Context: an optimization exercise on an open-source flow, tuned for small area and a short achievable clock period. The choices shown serve that exercise and are no tape-out recipe.
RTL that was checked went through simulation tests only; none was proved equivalent to the original.
Power is estimated from default activity; no workload was simulated.

==> module fp_mul, before the edit <==
module fp_mul(clk, op1, op2, result, under, over);
input wire clk;
input wire [15:0] op1, op2;
output wire [15:0] result;
output wire under, over;
wire [13:0] bx = {2'b00, op2[10:0], 1'b0};
wire [5:0] one_d, two_d;
wire [4:0] neg_d;
genvar i;
generate for (i = 0; i < 6; i = i + 1) begin : g_booth
	assign one_d[i] = bx[2*i+1] ^ bx[2*i];
	assign two_d[i] = (bx[2*i+2] & ~bx[2*i+1] & ~bx[2*i]) | (~bx[2*i+2] & bx[2*i+1] & bx[2*i]);
	if (i < 5) begin : g_neg
		assign neg_d[i] = bx[2*i+2];
	end
end endgenerate
reg [10:0] sa;
reg [5:0] bone, btwo;
reg [4:0] bneg;
reg [4:0] e1;
reg sg1;
always @(posedge clk)
begin
	sa <= op1[10:0];
	bone <= one_d;
	btwo <= two_d;
	bneg <= neg_d;
	e1 <= {1'b0, op1[14:11]} + {1'b0, op2[14:11]} - 5'd7;
	sg1 <= op1[15] ^ op2[15];
end
wire [20:0] rx, ry;
fp1 stage1(.a(sa), .one(bone), .two(btwo), .neg(bneg), .rx(rx), .ry(ry));
wire [20:0] px = rx, py = ry;
wire [14:0] lo = {1'b0, px[13:0]} + {1'b0, py[13:0]};
wire [6:0] h0 = px[20:14] + py[20:14];
wire [7:0] h1w = {px[20:14], 1'b1} + {py[20:14], 1'b1};
wire [6:0] h1 = h1w[7:1];    
reg [6:0] h0r, h1r;
reg hc;
reg [4:0] lo2;
reg [4:0] e2;
reg sg2;
always @(posedge clk)
begin
	h0r <= h0;
	h1r <= h1;
	hc <= lo[14];
	lo2 <= lo[13:9];
	e2 <= e1;
	sg2 <= sg1;
end
wire [6:0] hi = hc ? h1r : h0r;
wire [20:9] s = {hi, lo2};
fp2 stage2(.s(s), .e(e2), .sign(sg2), .fp_result(result), .under(under), .over(over));
endmodule
==> flow/config.mk <==
export PLATFORM = sky130hd
export DESIGN_NAME = fp_mul
export DESIGN_NICKNAME = fp_mul
export VERILOG_FILES = /design/flow/design.v
export SDC_FILE = /design/flow/constraint.sdc
export NUM_CORES = 4
export LEC_CHECK = 0
export CAP_MARGIN = 20
export CORE_MARGIN = 2
export CORE_UTILIZATION = 40
export SETUP_SLACK_MARGIN = 1.9
export SLEW_MARGIN = 20
export SYNTH_HIERARCHICAL = 1
export SYNTH_MINIMUM_KEEP_SIZE = 0
==> flow/constraint.sdc <==
create_clock -name core_clock -period 5.3 [get_ports {clk}]
set_input_delay 1.0600 -clock core_clock [delete_from_list [all_inputs] [get_ports {clk}]]
set_output_delay 1.0600 -clock core_clock [all_outputs]
set_load 0.01 [all_outputs]
standard.sh (not shown) runs the stock make flow with config.mk's settings and CLKGATE_MAP_FILE= SYNTH_SCRIPT=/design/flow/synth_recipe.tcl, a recipe that flattens the netlist after the stock synthesis.
==> flow/flow/run.sh <==
#!/bin/bash
# The standard layout (the standard.sh) with two changes: plain buf_1
# cells as the input and output port buffers instead of the ones
# buffer_ports picks, and clock tree synthesis without dummy load cells.
export BUFFER_PORTS_ARGS="-buffer_cell sky130_fd_sc_hd__buf_1"
export CTS_ARGS="-sink_clustering_enable -repair_clock_nets -buf_list sky130_fd_sc_hd__clkbuf_8 -dont_use_dummy_load"
bash standard.sh > standard.log 2>&1
Next try:
--- a/flow/design.v
+++ b/flow/design.v
@@ -375,27 +375,24 @@
 	sg1 <= op1[15] ^ op2[15];
 end
 wire [20:0] rx, ry;
 fp1 stage1(.a(sa), .one(bone), .two(btwo), .neg(bneg), .rx(rx), .ry(ry));
 wire [20:0] px = rx, py = ry;
-wire [14:0] lo = {1'b0, px[13:0]} + {1'b0, py[13:0]};
-wire [6:0] h0 = px[20:14] + py[20:14];
-wire [7:0] h1w = {px[20:14], 1'b1} + {py[20:14], 1'b1};
-wire [6:0] h1 = h1w[7:1];    
-reg [6:0] h0r, h1r;
+wire [15:0] lo = {1'b0, px[14:0]} + {1'b0, py[14:0]};
+reg [5:0] hx, hy;
 reg hc;
-reg [4:0] lo2;
+reg [5:0] lo2;
 reg [4:0] e2;
 reg sg2;
 always @(posedge clk)
 begin
-	h0r <= h0;
-	h1r <= h1;
-	hc <= lo[14];
-	lo2 <= lo[13:9];
+	hx <= px[20:15];
+	hy <= py[20:15];
+	hc <= lo[15];
+	lo2 <= lo[14:9];
 	e2 <= e1;
 	sg2 <= sg1;
 end
-wire [6:0] hi = hc ? h1r : h0r;
+wire [5:0] hi = hx + hy + hc;
 wire [20:9] s = {hi, lo2};
 fp2 stage2(.s(s), .e(e2), .sign(sg2), .fp_result(result), .under(under), .over(over));
 endmodule
Setup slack loses 0.27 ns.
Hold slack gains 0.018 ns.
Synthesized area came out lower by 2.2%.
Global-route usage went up by 1.1 points.
Sequential cell count decreases by 1.
No functional check of the RTL was part of the first run of this note.

---

Another version of the RTL of fp_mul (not shown whole).
For scale: roughly 490 cells after synthesis, ~0.0052 sq mm of cells after synthesis.
Design fp_mul, start of the top module:
module fp_mul(clk, op1, op2, result, under, over);
input wire clk;
input wire [15:0] op1, op2;
output wire [15:0] result;
output wire under, over;
wire [13:0] bx = {2'b00, op2[10:0], 1'b0};
wire [5:0] one_d, two_d;
wire [4:0] neg_d;
genvar i;
generate for (i = 0; i < 6; i = i + 1) begin : g_booth
	assign one_d[i] = bx[2*i+1] ^ bx[2*i];
	assign two_d[i] = (bx[2*i+2] & ~bx[2*i+1] & ~bx[2*i]) | (~bx[2*i+2] & bx[2*i+1] & bx[2*i]);
	if (i < 5) begin : g_neg
		assign neg_d[i] = bx[2*i+2];
	end
end endgenerate
reg [10:0] sa;
reg [5:0] bone, btwo;
reg [4:0] bneg;
reg [4:0] e1;
reg sg1;
always @(posedge clk)
begin
	sa <= op1[10:0];
	bone <= one_d;
	btwo <= two_d;
	bneg <= neg_d;
	e1 <= {1'b0, op1[14:11]} + {1'b0, op2[14:11]} - 5'd7;
	sg1 <= op1[15] ^ op2[15];
end
wire [20:0] rx, ry;
fp1 stage1(.a(sa), .one(bone), .two(btwo), .neg(bneg), .rx(rx), .ry(ry));
wire [20:0] px = rx, py = ry;
wire [20:0] p, g;
wire q1, q2, q3, q4, q5, q6, q7, q8, q9, q10, q11, q12, q13, q14, q15, q16, q17, q18, q19, q20, q21, q22, q23, q24, q25, q26, q27, q28, q29, q30, q31, q32, q33, q34, q35, q36, q37, q38, q39, q40, q41, q42, q43, q44, q45, q46, q47, q48, q49, q50, q51, q52, q53, q54;
ha_c u_pg0(.a(px[0]), .b(py[0]), .s(p[0]), .co(g[0]));
assign p[1] = px[1];
assign g[1] = 1'b0;
ha_c u_pg2(.a(px[2]), .b(py[2]), .s(p[2]), .co(g[2]));
ha_c u_pg3(.a(px[3]), .b(py[3]), .s(p[3]), .co(g[3]));
ha_c u_pg4(.a(px[4]), .b(py[4]), .s(p[4]), .co(g[4]));
ha_c u_pg5(.a(px[5]), .b(py[5]), .s(p[5]), .co(g[5]));
ha_c u_pg6(.a(px[6]), .b(py[6]), .s(p[6]), .co(g[6]));
ha_c u_pg7(.a(px[7]), .b(py[7]), .s(p[7]), .co(g[7]));
ha_c u_pg8(.a(px[8]), .b(py[8]), .s(p[8]), .co(g[8]));
ha_c u_pg9(.a(px[9]), .b(py[9]), .s(p[9]), .co(g[9]));
ha_c u_pg10(.a(px[10]), .b(py[10]), .s(p[10]), .co(g[10]));
ha_c u_pg11(.a(px[11]), .b(py[11]), .s(p[11]), .co(g[11]));
ha_c u_pg12(.a(px[12]), .b(py[12]), .s(p[12]), .co(g[12]));
ha_c u_pg13(.a(px[13]), .b(py[13]), .s(p[13]), .co(g[13]));
ha_c u_pg14(.a(px[14]), .b(py[14]), .s(p[14]), .co(g[14]));
ha_c u_pg15(.a(px[15]), .b(py[15]), .s(p[15]), .co(g[15]));
  ...
export LEC_CHECK = 0
export CAP_MARGIN = 20
export CORE_MARGIN = 2
export CORE_UTILIZATION = 40
export SETUP_SLACK_MARGIN = 2.2
export SLEW_MARGIN = 20
export SYNTH_HIERARCHICAL = 1
export SYNTH_MINIMUM_KEEP_SIZE = 0
export TNS_END_PERCENT = 10
create_clock -name core_clock -period 5.3 [get_ports {clk}]
==> flow/flow/run.sh <==
#!/bin/bash
# The standard layout (the standard.sh) with changes: plain buf_1
# cells as the input and output port buffers instead of the ones
# buffer_ports picks, clock tree synthesis without dummy load cells,
# and the ORFS settings below.
export BUFFER_PORTS_ARGS="-buffer_cell sky130_fd_sc_hd__buf_1"
export CTS_ARGS="-sink_clustering_enable -repair_clock_nets -buf_list sky130_fd_sc_hd__clkbuf_8 -dont_use_dummy_load"
export SETUP_MOVE_SEQUENCE="unbuffer,sizeup,swap"
bash standard.sh > standard.log 2>&1
Then changed:
--- a/flow/design.v
+++ b/flow/design.v
@@ -442,43 +442,41 @@
 assign q50 = px[17] & py[17];
 xr_c u_q51(.a(px[17]), .b(py[17]), .y(q51));
 xr_c u_q52(.a(px[18]), .b(py[18]), .y(q52));
 xr_c u_q53(.a(px[19]), .b(py[19]), .y(q53));
 xr_c u_q54(.a(px[20]), .b(py[20]), .y(q54));
 wire [3:0] bs2 = {q54 ^ q47, q53 ^ q43, q52 ^ q50, q51};
 assign q49 = q51 & q52 & q53;
 reg hc;
 reg [3:0] bs0r;
-reg bg0;
-reg bp0;
 reg [3:0] bs1r;
 reg bg1;
 reg bp1;
 reg [3:0] bs2r;
 reg bt;
+reg c1r;
 reg [4:0] e2;
 reg sg2;
 always @(posedge clk)
 begin
 	hc <= q18;
 	bs0r <= bs0;
-	bg0 <= q24;
-	bp0 <= q25;
 	bs1r <= bs1;
 	bg1 <= q36;
 	bp1 <= q37;
 	bs2r <= bs2;
 	bt <= q49;
+	c1r <= q24 | (q25 & q18);
 	e2 <= e1;
 	sg2 <= sg1;
 end
 wire c0 = hc;
-wire c1 = bg0 | (bp0 & c0);
+wire c1 = c1r;
 wire c2 = bg1 | (bp1 & c1);
 wire [3:0] bi0 = bs0r + c0;
 wire [3:0] bi1 = bs1r + c1;
 wire [3:0] bi2 = bs2r + c2;
 wire s20 = bs2r[3] ^ (c2 & bt);
 wire [20:9] s = {s20, bi2[2:0], bi1, bi0};
 fp2 stage2(.s(s), .e(e2), .sign(sg2), .fp_result(result), .under(under), .over(over));
 endmodule
 module gt2_c(x1, y1, x0, y0, g, t);
The new run ran to the end with no violations.
Final area shrinks by 1.8%.
Cell count shrinks by 0.62%.
Combinational power shrinks by about 3%.
First-iteration DRC count shrinks by 22%.
Worst hold slack gets better by 0.0067 ns.
Synthesized area shrinks by 0.72%.
Die area shrinks by 0.69%.
Register-to-register slack gets worse by 0.05 ns.
For the second run of this note, only the layout was checked, not whether the RTL still works.

port drivers added, routing unchanged:
The flow's constraints put no driver on any port. The routed layouts listed below were extracted and timed again, unchanged, in two steps. Step 1, drivers: a clkbuf_16 drives clk and a buf_2 each remaining input, both assumed. Step 2 moves the port delays by t, midway between the first and last clock arrival at a register: inputs arrive t later, outputs are due t later. That takes back most of the time a late clock gives input paths. Three values: ideal, step 1, step 2; two values: the first two.
| run | shift t [ns] | slack for setup (ns) | worst setup path after step 2 | worst data-port slew with drivers (ns) | pins driven straight from the clock port |
|---|---|---|---|---|---|
| the first run of note 1 | 0.353 | 1.950 / 1.950 / 1.950 | register to register | 0.03 | 1 |
| the second run of note 1 | 0.376 | 1.683 / 1.649 / 1.869 | register to register | 0.04 | 1 |
| the first run of note 2 | 0.340 | 2.196 / 2.180 / 2.196 | register to register | 0.04 | 1 |
| the second run of note 2 | 0.349 | 2.147 / 2.147 / 2.147 | register to register | 0.04 | 1 |
After both steps setup and hold are still met in every run listed.
